This is an optimization exercise on Yosys and OpenROAD, whose aim is small area and a short achievable clock period, not a production implementation. No run shown here included a check of the RTL's function; only the layout flow was run. In every run shown here, the design's own scripts or RTL, not TritonCTS, make the clock network. The clock input has no modelled driver; a real chip could not lean on it and would need a root buffer or a full tree. No activity file was given, so power comes from the tool's default toggle rates.

==> flow/design.v, too long to show whole: its modules and the start of the top module <==
// module full_adder: 5 lines
// module half_adder: 7 lines
// module half_adder_n: 7 lines
// module xnor2: 3 lines
// module or2: 3 lines
// module mux2_1: 4 lines
// module acc_ctl: 5 lines
// module mul_16x16: 900 lines
// module accumulator: 172 lines
// module mac_unit: 7 lines
module mac_unit(input clk,en,clr,
                input [15:0]a,b,
                output [39:0]c);
  // ...
==> flow/flow/run.sh <==
#!/bin/bash
# The standard layout (standard.sh), with these changes:
#  - every port gets a buf_1 buffer (ORFS's buffer_ports with -buffer_cell);
#  - after CTS (flow/clocktree.tcl) the clock tree is rebuilt as two balanced
#    levels of clkbuf_16 buffers (4 on the clock port, 8 driving the flip-flops);
#  - setup repair aims for 9.70 ns of slack at the design's clock period, and
#    does not remove buffers (so every port keeps its buffer).
# ORFS writes each step's full log under orfs/logs/; make's own output goes to standard.log.
export BUFFER_PORTS_ARGS="-buffer_cell sky130_fd_sc_hd__buf_1"
export PRE_RESIZE_TCL=$PWD/flow/sizes.tcl
export POST_CTS_TCL=$PWD/flow/clocktree.tcl
export SETUP_SLACK_MARGIN=9.70
export SKIP_BUFFER_REMOVAL=1
bash standard.sh > standard.log 2>&1
==> flow/flow/clocktree.tcl <==
# Two-level clock tree in place of the one CTS builds: the clock port drives four
# clkbuf_16 buffers, one per quadrant of the flip-flops, and each of these drives
# two clkbuf_16 buffers, one per half of its quadrant, which drive the flip-flops'
# clock pins. The groups are cut at median coordinates, so every flip-flop's clock
# goes through two equal buffers.
set block [ord::get_db_block]
set db [ord::get_db]
set bufm [$db findMaster sky130_fd_sc_hd__clkbuf_16]
set clk_net [$block findNet clk]

set ffs {}
foreach inst [$block getInsts] {
  if {[string match "sky130_fd_sc_hd__df*" [[$inst getMaster] getName]]} {
    lappend ffs $inst
  }
}
# remove the CTS buffers, its dummy loads, and its nets
set old_nets {}
foreach inst [$block getInsts] {
  if {[string match "clkload*" [$inst getName]]} {
    odb::dbInst_destroy $inst
  } elseif {[string match "clkbuf_*_clk" [$inst getName]]} {
    set onet [[$inst findITerm X] getNet]
    if {$onet != "NULL"} { lappend old_nets $onet }
    odb::dbInst_destroy $inst
  }
}
foreach ff $ffs {
  set it [$ff findITerm CLK]
  set n [$it getNet]
  if {$n != "NULL" && [$n getName] != "clk"} { $it disconnect }
}
foreach n $old_nets {
  if {[llength [$n getITerms]] == 0} { odb::dbNet_destroy $n }
}
if {[llength [$clk_net getITerms]] != 0} { error "clock port still drives cells" }

proc ffx {ff} { return [lindex [$ff getLocation] 0] }
proc ffy {ff} { return [lindex [$ff getLocation] 1] }
proc split2 {l axis} {
  set s [lsort -command [list apply {{axis a b} {expr {[ff$axis $a] - [ff$axis $b]}}} $axis] $l]
  set h [expr {[llength $s] / 2}]
  return [list [lrange $s 0 [expr {$h - 1}]] [lrange $s $h end]]
}
proc centroid {l} {
  set sx 0; set sy 0
  foreach ff $l { set sx [expr {$sx + [ffx $ff]}]; set sy [expr {$sy + [ffy $ff]}] }
  return [list [expr {$sx / [llength $l]}] [expr {$sy / [llength $l]}]]
}
proc add_buf {block bufm name loc in_net out_name} {
  set buf [odb::dbInst_create $block $bufm $name]
  $buf setLocation {*}$loc
  $buf setPlacementStatus PLACED
  [$buf findITerm A] connect $in_net
  set net [odb::dbNet_create $block $out_name]
  $net setSigType CLOCK
  [$buf findITerm X] connect $net
  return $net
}
set quads {}
foreach half [split2 $ffs x] { lappend quads {*}[split2 $half y] }
set k 0
foreach q $quads {
  set rnet [add_buf $block $bufm "clkroot_$k" [centroid $q] $clk_net "clknet_root_$k"]
  set j 0
  foreach part [split2 $q x] {
    set lnet [add_buf $block $bufm "clkleaf_${k}_$j" [centroid $part] $rnet "clknet_leaf_${k}_$j"]
    foreach ff $part { [$ff findITerm CLK] connect $lnet }
    puts "clock buffer clkleaf_${k}_$j drives [llength $part] flip-flops"
    incr j
  }
  incr k
}

detailed_placement
check_placement -verbose
estimate_parasitics -placement
report_clock_skew
==> flow/flow/sizes.tcl <==
# Sizes of the output buffers (made by buffer_ports, named output*) and of the
# accumulator flip-flops that drive them.
foreach inst [get_cells {output*}] {
  replace_cell $inst sky130_fd_sc_hd__buf_2
}
foreach inst [get_cells {a1.acc*}] {
  replace_cell $inst sky130_fd_sc_hd__dfxtp_2
}
# the input buffers of en and clr, which drive the accumulator's control gates
foreach port {en clr} {
  foreach inst [get_cells -of_objects [get_nets $port]] {
    replace_cell $inst sky130_fd_sc_hd__buf_2
  }
}
foreach inst [get_cells {m1.ra* m1.rb*}] {
  replace_cell $inst sky130_fd_sc_hd__dfxtp_4
}
==> flow/standard.sh <==
#!/bin/bash
# synth_recipe.tcl (not shown) runs the flow's synth.tcl, then flattens the netlist and writes it again
# the make line also repeats each setting of config.mk as NAME=value (left out here)
make -C /OpenROAD-flow-scripts/flow DESIGN_CONFIG=/design/flow/config.mk WORK_HOME=/design/flow/orfs CLKGATE_MAP_FILE= SYNTH_SCRIPT=/design/flow/synth_recipe.tcl "${@:-finish}"
==> flow/config.mk <==
export PLATFORM = sky130hd
export DESIGN_NAME = mac_unit
export DESIGN_NICKNAME = mac_unit
export VERILOG_FILES = /design/flow/design.v
export SDC_FILE = /design/flow/constraint.sdc
export NUM_CORES = 4
export LEC_CHECK = 0
export CAP_MARGIN = 20
export CORE_MARGIN = 2
export CORE_UTILIZATION = 40
export SLEW_MARGIN = 20
export SYNTH_HIERARCHICAL = 1
export SYNTH_MINIMUM_KEEP_SIZE = 0
==> flow/constraint.sdc <==
create_clock -name core_clock -period 13.5 [get_ports {clk}]
set_input_delay 2.7000 -clock core_clock [delete_from_list [all_inputs] [get_ports {clk}]]
set_output_delay 2.7000 -clock core_clock [all_outputs]
set_load 0.01 [all_outputs]
==> impl_metrics.tcl, run 1 <==
set metrics [dict create \
    finalWeightedCongestion 0.8349 \
    share_clk_of_total_power_pct 12.8 \
    power.sequential.fraction_pct 37.3 \
    seq_area_share_pct 30.17 \
    io_pins 75 \
    startpoint_of_the_worst_setup_timing_path "m1.rb[15]" \
    n_all_inverters 60 \
    clkTransAtPathRegs_ns 0.10 \
    floorplan.initialDensity_pct 40.45 \
    port_buffers 74 \
    globalRoute.totalOverflow 0 \
    layout_worst_path_cycle_share_pct 26.24 \
    status "no timing/DRC/antenna violations" \
    first_global_vias 8162 \
    floorplan.die_area_sq_um 32190 \
    yosysTopAreaCellShare_pct 37.24 \
    most_heavily_used_metal_layer_in_global_routing "met2" \
    dp_cells 1505 \
    synth.most_common_cell "nand2_1" \
    drive_above_1_share_pct 12.67 \
    synth_register_bits 192 \
    grt.met1_usage_pct 22.53 \
    hold_viol 0 \
    largest_register_ff_count 56 \
    detailedPlacementHpwl_um 19070 \
    drv_slew 0 \
    global_route.usage.met2_pct 27.71 \
    proportion_of_register_bits_with_asynchronous_set_or_reset_after_synthesis_pct 0 \
    startpoint_type "register" \
    total_power_mw 2.506 \
    wire_per_inst_um 16.67 \
    layout.cells.most_common "nand2_1" \
    r2r_setup_slack_ns 9.96 \
    min_period_ns 3.542 \
    placedInstanceArea_sq_um 13010 \
    timing.hold.ws_ns 0.3250 \
]
==> run 2: changes to the inputs <==
--- a/flow/flow/sizes.tcl
+++ b/flow/flow/sizes.tcl
@@ -15,3 +15,3 @@
 foreach inst [get_cells {m1.ra* m1.rb*}] {
-  replace_cell $inst sky130_fd_sc_hd__dfxtp_4
+  replace_cell $inst sky130_fd_sc_hd__dfxtp_2
 }
==> run 2 against run 1 <==
Against the previous run: wire length increased by 0.21%; setup slack worse by 0.095 ns; first-iteration DRC count grew 8.4%; worst hold slack better by 0.0030 ns; area after synthesis stayed put; core utilization fell by 0.26 points; die area unchanged; critical path depth did not move; final area down 0.60%; clock skew down 0.0031 ns; maximum frequency down 2.6%; largest cell class unchanged.
==> impl_metrics.tcl, run 2 <==
set metrics [dict create \
    cp_required_ns 13.67 \
    synth_enable_flop_cells 0 \
    synth.lib_cells_used.distinct 47 \
    slew_headroom_pct 55.68 \
    synth.yosys.seq_area_share_pct 31.23 \
    syn-num-nets 1428 \
    area_taken_by_multi_input_logic_gates_sq_um 7940 \
    max_cap_violations 0 \
    grt_max_degree 25 \
    routed_via_density 4.963 \
    first_global_vias 8066 \
    cts.sink_count 192 \
    layout_top_registers "m1.s2: 56 flops, a1.acc: 40 flops" \
    placement_rows 64 \
    number_of_iterations_in_the_first_detailed_routing_pass 6 \
    synth_register_bits 192 \
    detail-route-antenna-nets 0 \
    largest_register_ff_count 56 \
    min_period_ns 3.637 \
    io_pins 75 \
    insertedDiodeCount 0 \
    filler_cell_count 2867 \
    startpoint_type "register" \
    clk-insertion-delay-late_ns 0.30 \
    port_buffers 74 \
    ys.flop_type "dfxtp_1" \
    vias 7529 \
    yosys-top-cells-area "fa_1 37%, dfxtp_1 31%, nand2_1 8.5%" \
    synth.most_common_cell "nand2_1" \
    detailedPlacementHpwl_um 19130 \
    fp.dieH_um 179.4 \
    grt_first_pass_wirelength_um 42680 \
    wire_per_inst_um 16.70 \
    worst_ep_arrival_ns 3.81 \
    clkTransAtPathRegs_ns 0.09 \
    placedInstanceArea_sq_um 12920 \
    postLayoutCellArea_sq_um 13230 \
    max_slew.worst_pin.slew_ns 0.6624 \
    floorplan.initialDensity_pct 40.45 \
    synth_area_sq_um 12310 \
    min_delay_worst_endpoint "m1.p4[18]" \
    drv_slew 0 \
    floorplan.die_area_sq_um 32190 \
    syn-mean-instance-area_sq_um 11.12 \
    layout.cells.most_common "nand2_1" \
    holdCritStartpoint "m1.p3[18]" \
    core_sq_um 30430 \
    synth_area_leader_cell "fa_1" \
    finalWeightedCongestion 0.8349 \
    cell_count_after_synthesis 1107 \
    yosysTopAreaCellShare_pct 37.24 \
    rsz_0062_raised_after_global_routing "no" \
    register_area_sq_um 3934 \
    top_register "m1.s2" \
    grt.total_usage_pct 16.47 \
    layout_common_cells "279 x nand2_1, 229 x fa_1, 120 x dfxtp_1, 72 x dfxtp_2, 60 x inv_1" \
    clock-skew-final_ns 0.01971 \
    drive_above_1_share_pct 12.67 \
    detail_route.drc_violations 0 \
    drt-total-wl_um 25340 \
    timing.fmax_mhz 275.0 \
    proportion_of_register_bits_with_asynchronous_set_or_reset_after_synthesis_pct 0 \
    power_per_cell_area_nw_per_um2 190.0 \
    yosys-top-cells-count "279 x nand2_1, 229 x fa_1, 192 x dfxtp_1" \
    r2r_setup_slack_ns 9.86 \
    status "no timing/DRC/antenna violations" \
    critical_path.max_fanout 16 \
    critical_path.endpoint_type "register" \
    die_x_um 179.4 \
    yosysWarnings 8 \
    timing_worst_setup_path_type "register to register" \
    first_iter_violations 349 \
    leakage_nw 5.248 \
    layout_worst_path_cycle_share_pct 26.94 \
    r2r_start "m1.ra[0]" \
    r2r-end "m1.s2[27]" \
    timing.hold.worst.class "register to register" \
    final_nets 1444 \
    grt_antenna_before_repair 0 \
    worst-r2r-cell-count 7 \
    worst_hold_path.num_cells 0 \
    globalRoute.totalOverflow 0 \
    hold_viol 0 \
    syn2layout_area_growth_pct 7.441 \
    irDropWorstVdd_uv 78.95 \
    setup_viol 0 \
    totalNegativeSetupSlack_ns 0 \
]
==> run 2: cell counts after synthesis <==
No cell type changed its count.
==> run 2: cells by family after synthesis <==
kind of cell	synth area share, %
fa+ha+maj	43.04
xor+xnor	3.273
simple gates	11.81
flops	31.23
buf+inv	4.269
compound gates	6.384
==> run 2: per-stage QoR <==
step | std cells | setup WS [ns] | hold slack (ns) | total power, mW | utilization [%]
finish | 1517 | 9.863 | 0.3280 | 2.513 | 43.46
global route | 1517 | 9.737 | 0.3383 | 2.794 | 43.46
detailed placement | 1505 | 9.735 | 0.3121 | 2.221 | 42.48
global placement | 1505 | 9.447 | 0.3101 | 2.161 | 42.01
floorplan | 1107 | 9.833 | 0.3096 | 1.854 | -
==> run 2: layout make-up <==
type / instances / area share [%]
Sequential cell: 192 / 29.74
Inverter: 60 / 1.703
Buffer: 12 / 2.271
Timing Repair Buffer: 74 / 2.498
Tap cell: 396 / 3.746
Multi-Input combinational cell: 783 / 60.04
==> run 2: worst max-delay path: stages (launching register included) <==
cell     delay (ns)
dfxtp_2        0.57
nand2_1        0.14
fa_1           0.56
fa_1           0.44
fa_1           0.46
fa_1           0.41
fa_1           0.52
fa_1           0.41
==> run 2: how the worst max path moves through the flow <==
stage | startpoint | end | slack [ns] | depth (start not counted)
after floorplan | m1.ra[3] | m1.s2[29] | 9.83 | 9
after global placement | clr | a1.acc[33] | 9.45 | 3
after detailed placement | clr | a1.acc[24] | 9.74 | 3
after global routing | m1.ra[0] | m1.s2[27] | 9.74 | 7
final | m1.ra[0] | m1.s2[27] | 9.86 | 7
==> run 2: power by group <==
group          total, mW  internal [mW]  switching, mW
Clock              0.321          0.160          0.161
Combinational       1.25          0.580          0.674
Sequential         0.938          0.802          0.136
Total               2.51           1.54          0.971
==> run 2: modules after synthesis (local to each module, per instance), a selection <==
module	area [sq um]	flip-flops and latches	copies in the design	cells
accumulator	2376	40	1	231
mul_16x16	5269	152	1	596
mux2_1	8.758	0	40	1
acc_ctl	17.52	0	4	2
full_adder	20.02	0	200	1
xnor2	8.758	0	16	1
or2	6.256	0	16	1
==> run 2: metal layers <==
layer,GRT usage [%],share of wire (%),vias to the layer above,wire length (um)
met2,27.42,46,236,11730
met1,22.77,47,3785,11810
li1,-,-,3489,-
met4,3.187,1.2,0,304
met5,0,0,-,0
met3,2.877,5.9,19,1499

-- port drivers added, routing unchanged --
The results above use ideal ports. As a check the final layouts listed here were re-extracted and re-timed, cells and wires unchanged. Step 1 assumes that a clkbuf_16 drives the clock port and a buf_2 every other input. Step 2 moves the port delays by t, midway between the first and last clock arrival at a register: inputs arrive t later, outputs are due t later. That takes back most of the time a late clock gives input paths. Slacks: ideal ports / drivers / drivers and shift; pairs: ideal ports / drivers.
run	t (ns)	setup WS [ns]	worst setup path after step 2
run 1	0.379	9.958 / 9.885 / 9.737	input to register
run 2	0.382	9.863 / 9.863 / 9.736	input to register
After both steps setup and hold are still met in every run listed. For run 1, which loses most, drivers alone change the setup slack by -0.073 ns; drivers and shift together by -0.221 ns.
